Source: an optimization exercise on an open RTL-to-GDS flow (aim: small area and few clock cycles per item). Production flows keep margins and buffers that such runs may drop. In this exercise RTL edits were held to simulation tests only and were not proved equivalent to the original. Power is estimated from default activity; no workload was simulated.

$ cat design/flow/design.v
module d_cache	#(	
					parameter DATA_WIDTH = 32,
					parameter ADDRESS_WIDTH = 22,
					parameter BLOCK_OFFSET_WIDTH = 2,
					parameter ASSOCIATIVITY = 1,  
					parameter INDEX_WIDTH = 5,   
					parameter TAG_WIDTH = 21 - INDEX_WIDTH - BLOCK_OFFSET_WIDTH,
					parameter MEM_MASK_WIDTH = 3  
				)
				(	 
					input i_Clk,
					input i_Reset_n,
					input i_Valid,
					input [MEM_MASK_WIDTH-1:0] i_Mem_Mask,
					input [(TAG_WIDTH+INDEX_WIDTH+BLOCK_OFFSET_WIDTH)-1:0] i_Address,	 
					input i_Read_Write_n,
					input [DATA_WIDTH-1:0] i_Write_Data,
					output o_Ready,
					output reg o_Valid,					 
					output [DATA_WIDTH-1:0] o_Data,
					output reg o_MEM_Valid,
					output reg o_MEM_Read_Write_n,
					output reg [(TAG_WIDTH+INDEX_WIDTH+BLOCK_OFFSET_WIDTH):0] o_MEM_Address,	 
					output reg [DATA_WIDTH-1:0] o_MEM_Data,
					input i_MEM_Valid,
					input i_MEM_Data_Read,
					input i_MEM_Last,
					input [DATA_WIDTH-1:0] i_MEM_Data
				);
	localparam DEBUG = 1'b1;
	localparam FALSE = 1'b0;
	localparam TRUE = 1'b1;
	localparam UNKNOWN = 1'bx;
	localparam READ = 1'b1;
	localparam WRITE = 1'b0;	
	wire debug; 
	reg [(TAG_WIDTH+INDEX_WIDTH+BLOCK_OFFSET_WIDTH)-1:0] r_i_Address;
	reg [BLOCK_OFFSET_WIDTH:0] r_i_BlockOffset;
	reg [INDEX_WIDTH-1:0] r_i_Index;
	reg [TAG_WIDTH-1:0] r_i_Tag;
	reg [DATA_WIDTH-1:0] r_i_Write_Data, r_o_Data;
	reg r_i_Read_Write_n;
	wire [BLOCK_OFFSET_WIDTH-1:0] i_BlockOffset = i_Address[BLOCK_OFFSET_WIDTH-1:0];
	wire [INDEX_WIDTH-1:0] i_Index = i_Address[INDEX_WIDTH+BLOCK_OFFSET_WIDTH-1:BLOCK_OFFSET_WIDTH];
	wire [TAG_WIDTH-1:0] i_Tag = i_Address[TAG_WIDTH+INDEX_WIDTH+BLOCK_OFFSET_WIDTH-1:INDEX_WIDTH+BLOCK_OFFSET_WIDTH];
	reg [(TAG_WIDTH<<INDEX_WIDTH)-1:0] Tag_Array;	 
	reg [(1<<INDEX_WIDTH)-1:0] Valid_Array;
	reg [(1<<INDEX_WIDTH)-1:0] Dirty_Array;
	wire [31:0] bank0readdata, bank1readdata, bank2readdata, bank3readdata;
	reg [31:0] bank0writedata, bank1writedata, bank2writedata, bank3writedata;
	reg bank0we, bank1we, bank2we, bank3we;
	reg finished_populate;
	reg [5:0] State;
	localparam STATE_READY = 0;				 
	localparam STATE_PAUSE = 1;
	localparam STATE_POPULATE = 2;				 
	localparam STATE_WRITEOUT = 3;			 
	integer i;
	reg [8:0] Gen_Count;						 
	assign o_Ready = (State==STATE_READY);
	assign debug = 0; 
	wire populate = (r_i_Read_Write_n == WRITE) && i_MEM_Valid && (Gen_Count == r_i_BlockOffset) && (State == STATE_POPULATE);
	wire [DATA_WIDTH-1:0] Populate_Data = populate ? r_i_Write_Data : i_MEM_Data;
	wire cache_hit = i_Valid && Valid_Array[i_Index] && (Tag_Array[i_Index*TAG_WIDTH +: TAG_WIDTH] == i_Tag) && !o_Valid;
	wire cache_read_hit = cache_hit && (i_Read_Write_n == READ)&& (State == STATE_READY);
	wire cache_write_hit =  cache_hit && (i_Read_Write_n == WRITE) && (State == STATE_READY);
	wire cache_miss = !cache_hit && i_Valid && !o_Valid;
	wire valid_read = (r_i_Read_Write_n == READ) && o_Valid;
	wire w_bank0we = cache_write_hit && (i_BlockOffset == 0)  || bank0we;
	wire w_bank1we = cache_write_hit && (i_BlockOffset == 1)  || bank1we;
	wire w_bank2we = cache_write_hit && (i_BlockOffset == 2)  || bank2we;
	wire w_bank3we = cache_write_hit && (i_BlockOffset == 3)  || bank3we;
	wire [DATA_WIDTH-1:0] w_bank0writedata = cache_write_hit ? i_Write_Data : bank0writedata;
	wire [DATA_WIDTH-1:0] w_bank1writedata = cache_write_hit ? i_Write_Data : bank1writedata;
	wire [DATA_WIDTH-1:0] w_bank2writedata = cache_write_hit ? i_Write_Data : bank2writedata;
	wire [DATA_WIDTH-1:0] w_bank3writedata = cache_write_hit ? i_Write_Data : bank3writedata;
	assign o_Data = r_i_BlockOffset == 0 ? bank0readdata :
					r_i_BlockOffset == 1 ? bank1readdata :
					r_i_BlockOffset == 2 ? bank2readdata :
					r_i_BlockOffset == 3 ? bank3readdata :
					r_o_Data;  
	wire [INDEX_WIDTH-1:0] bank_Index = (State == STATE_READY) ? i_Index : r_i_Index;
	cache_bank #(
					.INDEX_WIDTH(INDEX_WIDTH)
				)
				databank 
				(	 
					.i_Clk(i_Clk),
					.i_address(bank_Index),
					.i_writedata(w_bank0writedata),
					.i_we(w_bank0we),
					.o_readdata(bank0readdata)
				);
	cache_bank #(
					.INDEX_WIDTH(INDEX_WIDTH)
				)
				databank1 
				(	 
					.i_Clk(i_Clk),
					.i_address(bank_Index),
					.i_writedata(w_bank1writedata),
					.i_we(w_bank1we),
					.o_readdata(bank1readdata)
				);
	cache_bank #(
					.INDEX_WIDTH(INDEX_WIDTH)
				)
				databank2 
				(	 
					.i_Clk(i_Clk),
					.i_address(bank_Index),
					.i_writedata(w_bank2writedata),
					.i_we(w_bank2we),
					.o_readdata(bank2readdata)
				);
	cache_bank #(
					.INDEX_WIDTH(INDEX_WIDTH)
				)
				databank3 
				(	 
					.i_Clk(i_Clk),
					.i_address(bank_Index),
					.i_writedata(w_bank3writedata),
					.i_we(w_bank3we),
					.o_readdata(bank3readdata)
				);
always @(posedge i_Clk or negedge i_Reset_n)
	begin
		if( !i_Reset_n )
		begin
			State <= STATE_READY;
			o_MEM_Valid <= FALSE;
			o_Valid <= FALSE;
			bank0we <= FALSE;
			bank1we <= FALSE;
			bank2we <= FALSE;
			bank3we <= FALSE;
			finished_populate <= FALSE;
			Valid_Array <= 0;
			Dirty_Array <= 0;
			Tag_Array <= 0;
			r_i_Address <= 0;
			r_i_BlockOffset <= 0;
			r_i_Index <= 0;
			r_i_Tag <= 0;
			r_i_Write_Data <= 0;
			r_i_Read_Write_n <= 0;
			r_o_Data <= 0;
			o_MEM_Read_Write_n <= READ;
			o_MEM_Address <= 0;
			o_MEM_Data <= 0;
			Gen_Count <= 0;
			bank0writedata <= 0;
			bank1writedata <= 0;
			bank2writedata <= 0;
			bank3writedata <= 0;
		end else begin
			finished_populate <= FALSE;
			o_Valid <= FALSE;
			bank0we <= FALSE;
			bank1we <= FALSE;
			bank2we <= FALSE;
			bank3we <= FALSE;
			case(State)
				STATE_READY: begin
					if(cache_read_hit) begin
					  r_i_Read_Write_n <= READ;
						o_Valid <= TRUE;
						r_i_BlockOffset <= i_BlockOffset;
						if(debug)						
							$display("read hit %x outputs %x", i_Address, r_o_Data);
					end else if(cache_write_hit) begin
						r_i_Read_Write_n <= WRITE;
						o_Valid <= TRUE;
						Dirty_Array[i_Index] <= TRUE;
						if(debug)
							$display("write hit %x to %x", i_Write_Data, i_Address);
					end else if(cache_miss) begin  
						r_i_Address <= i_Address;
						r_i_BlockOffset <= i_BlockOffset;
						r_i_Index <= i_Index;
						r_i_Tag <= i_Tag;
						r_i_Write_Data <= i_Write_Data;
						r_i_Read_Write_n <= i_Read_Write_n;
						o_MEM_Valid <= TRUE;
						if(!Valid_Array[i_Index] || !Dirty_Array[i_Index]) begin
							Gen_Count <= 0;
							State <= STATE_POPULATE;
							o_MEM_Read_Write_n <= READ;
							o_MEM_Address <= {i_Tag,i_Index,{BLOCK_OFFSET_WIDTH+1{1'b0}}};
							if(debug)
								$display("read miss on address %x", i_Address);
						end else if(Dirty_Array[i_Index]) begin
							Gen_Count <= 0;
							State <= STATE_WRITEOUT;
							o_MEM_Read_Write_n <= WRITE;
							o_MEM_Address <= {Tag_Array[i_Index*TAG_WIDTH +: TAG_WIDTH],i_Index,{BLOCK_OFFSET_WIDTH+1{1'b0}}};	
							if(debug)
								$display("write miss %x to %x", i_Write_Data, i_Address);
						end
					end
				end
				STATE_WRITEOUT: begin  
					o_MEM_Read_Write_n <= WRITE;
					if(i_MEM_Data_Read) begin
						case( Gen_Count )
							0:	o_MEM_Data <= bank0readdata;  
							1:	o_MEM_Data <= bank1readdata;
							2:	o_MEM_Data <= bank2readdata;
							3:	o_MEM_Data <= bank3readdata;		 
							default:	$display("Warning: Invalid Gen Count value @ d_cache writeout");
						endcase
						if(i_MEM_Last) begin
							Gen_Count <= 0;
							State <= STATE_POPULATE;
							o_MEM_Valid <= TRUE;
							o_MEM_Address <= {r_i_Tag,r_i_Index,{BLOCK_OFFSET_WIDTH+1{1'b0}}};
							o_MEM_Read_Write_n <= READ;								
							Dirty_Array[r_i_Index] <= FALSE;	 
						end else begin
							Gen_Count <= Gen_Count + 9'd1;
						end
					end
					else
					begin
						if (Gen_Count == 0)  o_MEM_Data <= bank0readdata;
					end
				end
				STATE_POPULATE: begin  
					if( i_MEM_Valid ) begin
						case( Gen_Count )
								0:	begin
									bank0writedata <= Populate_Data;
									bank0we <= 1;
									end
								1:	begin
									bank1writedata <= Populate_Data;
									bank1we <= 1;
									end
								2:	begin
									bank2writedata <= Populate_Data;
									bank2we <= 1;
									end
								3:	begin
									bank3writedata <= Populate_Data;
									bank3we <= 1;
									end
							default:	$display("Warning: Invalid Gen Count value @ d_cache");
						endcase
						if((Gen_Count == r_i_BlockOffset) && (r_i_Read_Write_n == READ)) begin
							r_o_Data <= Populate_Data;
							if(debug)
								$display("Populate address %h data is %h", r_i_Address, Populate_Data);
						end
						Gen_Count <= Gen_Count + 9'd1;
						if( i_MEM_Last )
						begin
							Tag_Array[r_i_Index*TAG_WIDTH +: TAG_WIDTH] <= r_i_Tag;
							Valid_Array[r_i_Index] <= TRUE;
							o_MEM_Valid <= FALSE;
							if( r_i_Read_Write_n == WRITE )
								Dirty_Array[r_i_Index] <= TRUE;
							else
								Dirty_Array[r_i_Index] <= FALSE;
							State <= STATE_PAUSE;
							r_i_BlockOffset <= 4;
						end
					end
				end
				STATE_PAUSE: begin
					o_Valid <= TRUE;
					State <= STATE_READY;
				end
			endcase
		end
	end
endmodule
module cache_bank #(	
					parameter DATA_WIDTH = 32,
					parameter TAG_WIDTH = 10,
					parameter INDEX_WIDTH = 9,   
					parameter BLOCK_OFFSET_WIDTH = 2,   
					parameter MEM_MASK_WIDTH = 3
				)
	(o_readdata, i_address, i_writedata, i_we, i_Clk);
   output reg [DATA_WIDTH-1:0] o_readdata;
   input [DATA_WIDTH-1:0] i_writedata;
   input [INDEX_WIDTH-1:0] i_address;
   input i_we, i_Clk;
   reg [DATA_WIDTH-1:0] mem [0:(1<<INDEX_WIDTH)-1];
    always @(posedge i_Clk) begin
        if (i_we)
            mem[i_address] <= i_writedata;
        o_readdata <= mem[i_address];
   end
endmodule
$ cat design/flow/run.sh
#!/bin/bash
# synth_recipe.tcl (not shown) runs the flow's synth.tcl, then flattens the netlist and writes it again
# the make line also repeats each setting of config.mk as NAME=value (left out here)
make -C /OpenROAD-flow-scripts/flow DESIGN_CONFIG=/design/flow/config.mk WORK_HOME=/design/flow/orfs CLKGATE_MAP_FILE= SYNTH_SCRIPT=/design/flow/synth_recipe.tcl finish
$ cat design/flow/config.mk
export PLATFORM = sky130hd
export DESIGN_NAME = d_cache
export DESIGN_NICKNAME = d_cache
export VERILOG_FILES = /design/flow/design.v
export SDC_FILE = /design/flow/constraint.sdc
export NUM_CORES = 4
export LEC_CHECK = 0
export CAP_MARGIN = 20
export CORE_MARGIN = 2
export CORE_UTILIZATION = 40
export PLACE_DENSITY = 0.6
export SLEW_MARGIN = 20
$ cat design/flow/constraint.sdc
create_clock -name core_clock -period 10.0 [get_ports {i_Clk}]
set_input_delay 2.0000 -clock core_clock [delete_from_list [all_inputs] [get_ports {i_Clk}]]
set_output_delay 2.0000 -clock core_clock [all_outputs]
set_load 0.01 [all_outputs]
==> impl_results.md <==
- Run status: finished clean
- TritonCTS clock tree: done
- Total wire length after detailed routing: 660,500 um
- Crit path max-delay cell type: nand2_1
- Cell internal power dissipation: 48.14 mW
- Switching pwr: 34.50 mW
- Final Max Tran Viols: 0
- Maximum number of pins on one net before global-route repair: 184
- Drt drc: 0
- Flop pwr share: 34.2%
- Total negative slack: 0 ns
- Cell chain of the critical path: buf_6 > buf_12 > mux4_2 > mux2i_1 > mux2i_1 > xnor2_1 > o22ai_1 > or4_1 > or4_1 > nor3_4 > buf_12 > nand2_1 > nand2_1
- Ports placed on the boundary: 185
- Starting Density: 40.09%
- Data arrival at the endpoint of the critical path: 8.38 ns
- Type of destination of the critical path: register
- CTS Root Buffer Type: clkbuf_16
- Avg WL per Cell: 35.80 um
- Layout cell share with drive strength beyond 1: 22.96%
- Remaining antenna violation count after routing: 0
- Fmax: 129.3 MHz
- Clock-pin slew on the worst setup and hold paths: 0.06 ns
- Port bufs: 178
- Data required time at the worst endpoint: 10.64 ns
- Die Span Y: 706.9 um
- Final period utilization: 77.37%
- Worst min-delay path class: register to register
- Leakage dissipation: 76.31 nW
- CTS buffer count: 523
- Final Cell Area: 228,000 um2
- RSZ-0062 raised after global routing: no
- Net count of the finished layout: 11.58k
- Dpl ws: 1.438 ns
- Layout fillers: 41.18k
- Power per unit of standard cell area: 362.4 nW/um2
- Gpl congestion: 0.9549
- Clock Sink Count: 5,020
- Worst relative slew slack: 9.352%
- Number of different library cells in the post-synthesis netlist: 78
- DR iter-0 viols: 16.25k
- Flop and latch count out of synthesis: 5,020
- Global route overflow: 0
- Initial antenna violation count: 53
- Startpoint class of the critical path: primary input
- Delay-heaviest family, CP: simple AND/OR/NAND/NOR gates
- Maximum clock path buffer count: 4
- Placeable core region: 492,900 um2
- Worst Tran Pin Value: 1.351 ns
- Fraction of registers with async set/reset: 15.86%
- Sequential share of the synthesized area: 73.62%
- Combinational group share of total power: 42.4%
- Cell Rows: 258
- Warnings from Yosys: 2
- Initial DRT Pass Iterations: 10
- Final critical-path required period: 7.737 ns
- Count of final setup violators: 0
- Clock share of power: 23.4%
- Post-synthesis average cell area: 18.07 um2
- Global-route wire length before repair: 905,100 um
- Full die area: 499,700 um2
- Detailed placer's ending HPWL: 382,900 um
- Via-per-instance ratio: 6.252
- Proportion of total power due to net switching: 41.75%
- End-of-flow core utilization: 46.26%
- Post-synthesis cell area: 197,600 um2
- Area growth, synth to finish: 15.40%
- Vias in the first global route: 113.4k
- Hold Buf Count CTS: 0
- Worst path bufs/invs: 3
- Clock latency reported for the late side of the worst-skew pair: 1.08 ns
- Critical setup path kind: primary input to register
- Ys flop type: edfxtp_1
- Layout Skew: 0.1111 ns
- Worst Setup Slack, final: 2.263 ns
- Max-cap violations: 0
- Buffers inserted by post-CTS timing repair: 0
- Count of final hold-check violations: 0
- Die boundary width: 706.9 um
- Number of gates resized after cts: 0
- EDFF count, synth: 4,096
- Routed via count: 115.3k
- Dpl cell area: 210,900 um2
- Peak per-stage delay on the critical path: 1.06 ns
- Synth Instances: 10.94k
- Max VDD drop: 0.0007134 V
- CP max FO: 83
- All-Layer GR Usage: 25.89%
- Maximum level of the CTS H-tree: 6
metal layers:
metal	vias up	GRT usage, %	share of wire (%)
li1	45270	-	-
met1	61230	34.18	38
met2	7269	38.79	45
met3	1524	8.122	12
met4	48	12.74	5.7
met5	-	1.346	0.084
cell type report:
type                    instances  area [um2]  share of cell area (%)
diodes                         69       172.7                 0.07572
repair buffers                680        6506                   2.853
well taps                    6500        8133                   3.566
inverters                      43       161.4                 0.07078
flip-flops and latches       5020      145500                   63.79
multi-input cells            5189       50720                   22.24
clock inverters               234        2560                   1.123
clock buffers                 714       14320                   6.277
synthesized netlist by cell type, types with 23 or more instances:
library cell | number | share of area (%)
buf_1 | 133 | 0.25
nand4_1 | 78 | 0.25
buf_2 | 57 | 0.14
mux4_2 | 1105 | 13
a21oi_1 | 224 | 0.57
mux2_2 | 96 | 0.55
a211oi_1 | 39 | 0.15
mux2i_1 | 291 | 1.5
nor3_1 | 163 | 0.41
a22oi_1 | 518 | 2.0
inv_1 | 40 | 0.076
o2bb2ai_1 | 119 | 0.53
a222oi_1 | 32 | 0.16
edfxtp_1 | 4096 | 62
xnor2_1 | 23 | 0.10
dfxtp_1 | 128 | 1.3
o21bai_1 | 35 | 0.13
clkbuf_1 | 482 | 0.92
o21ai_0 | 659 | 1.7
nor2_1 | 260 | 0.49
nand3_1 | 62 | 0.16
ha_1 | 25 | 0.16
dfrtp_1 | 795 | 10
and3_1 | 80 | 0.25
nand2_1 | 1065 | 2.0
o22ai_1 | 27 | 0.085
power by group through the flow:
| stage | sequential (mW) | clock [mW] | combinational (mW) |
|---|---|---|---|
| final | 28.3 | 19.3 | 35.0 |
| after global routing | 28.4 | 20.3 | 35.7 |
| after CTS | 28.2 | 19.5 | 33.9 |
| after detailed placement | 28.6 | 0 | 33.7 |
| after global placement | 28.5 | 0 | 33.2 |
| after floorplan | 27.6 | 0 | 17.9 |
worst reg2reg max path, delay by kind of cell, from the launching register on:
kind,cells,cell delay (ns)
DFF,1,0.69
adders and majority gates,4,2.26
buffers and inverters,1,0.35
and+or+nand+nor,8,2.86
AOI/OAI and AO/OA,2,0.56
state kept, by name (all words and copies together) (netlist names), 9 cells and up:
name,count
databank3.o_readdata,32
databank3.mem,1024
databank2.mem,1024
bank3writedata,32
databank.o_readdata,32
Valid_Array,32
databank1.mem,1024
r_i_Tag,14
bank0writedata,32
Dirty_Array,32
bank1writedata,32
Tag_Array,448
Gen_Count,9
databank2.o_readdata,32
bank2writedata,32
databank.mem,1024
o_MEM_Data,32
o_MEM_Address,19
r_o_Data,32
databank1.o_readdata,32
r_i_Write_Data,32
metrics by stage:
step                      hold slack [ns]  power, mW  cells
after floorplan                    0.4233      45.54  10940
after global placement             0.4525      61.69  17430
after detailed placement           0.4600      62.33  17430
after CTS                          0.4757      81.56  18380
after global routing               0.4885      84.44  18410
final                              0.4731      82.64  18450
cells in the final DEF (no fill, tap or decap), types with 24 or more instances in the layout:
cell             netlist  layout
mux2_2                96      96
nand4_1               78      78
mux2i_1              291     257
clkbuf_8               0      34
inv_1                 40      40
a22oi_1              518     515
a222oi_1              32      32
clkbuf_1             482     149
clkinv_1               1      58
clkdlybuf4s50_1        0     171
buf_12                 0      73
nor2_1               260     237
o21bai_1              35      35
dfrtp_1              795     795
buf_4                 10     425
o22ai_1               27      27
mux4_2              1105    1105
nand3_1               62      59
ha_1                  25      24
bufinv_16              0      38
nand2_1             1065    1057
dfxtp_1              128     128
nor3_1               163      32
nor3_2                 1     131
a21oi_1              224     217
a211oi_1              39      38
o2bb2ai_1            119     119
clkbuf_16              0     531
diode_2                0      69
edfxtp_1            4096    4096
clkinv_2               0      83
and3_1                80      80
o21ai_0              659     648
cell families (layout without fill, tap and decap cells):
logic type	Yosys count	count (layout)	share of synthesized area, %
multiplexers	1502	1502	14.69
flip-flops	5020	5020	73.62
other	1	72	0.001898
buffers and inverters	729	1671	1.455
AND/OR/NAND/NOR	1806	1806	3.929
XOR/XNOR	31	31	0.1374
adder cells (fa/ha/maj)	30	30	0.2090
AO/OA/AOI/OAI	1817	1817	5.956
path summary, 6_finish.rpt:
| check | from | cells after the start | end | slack [ns] |
|---|---|---|---|---|
| max | i_Address[4] | 13 | databank.mem[23][15]$_DFFE_PP_ | 2.26 |
| min | Valid_Array[6]$_DFFE_PN0P_ | 1 | Valid_Array[6]$_DFFE_PN0P_ | 0.47 |
| max reg2reg | r_i_Index[2]$_DFFE_PN0P_ | 15 | Tag_Array[182]$_DFFE_PN0P_ | 3.20 |
| min reg2reg | Valid_Array[6]$_DFFE_PN0P_ | 1 | Valid_Array[6]$_DFFE_PN0P_ | 0.47 |
| max in group asynchronous | i_Reset_n | 3 | bank1writedata[29]$_DFFE_PN0P_ | 6.73 |
| min in group asynchronous | i_Reset_n | 1 | Valid_Array[30]$_DFFE_PN0P_ | 1.02 |
Testbench counts, summed over its fixed seeds: cycles 143,608, requests 24,000.

## re-timing with driven ports
The results above use ideal ports. As a check the final layout listed here was re-extracted and re-timed, cells and wires unchanged.
Step 1, drivers: a clkbuf_16 drives i_Clk and a buf_2 each remaining input, both assumed.
Step 2 adds t to the input delays and takes it off the output delays; t is the mean of the earliest and latest rising clock arrival at the registers after step 1. Input paths then give back, and output paths get back, about the clock's delay inside the block.
Three values: no drivers, after step 1, after step 2; two values: the first two.
t (ns): 1.151
setup WS [ns]: 2.263 / 2.322 / 1.170
worst setup path at the end: input to register
pins driven straight from the clock port: 1
After both steps this run still meets setup and hold. For this run, drivers alone change the setup slack by +0.059 ns; drivers and shift together by -1.093 ns.
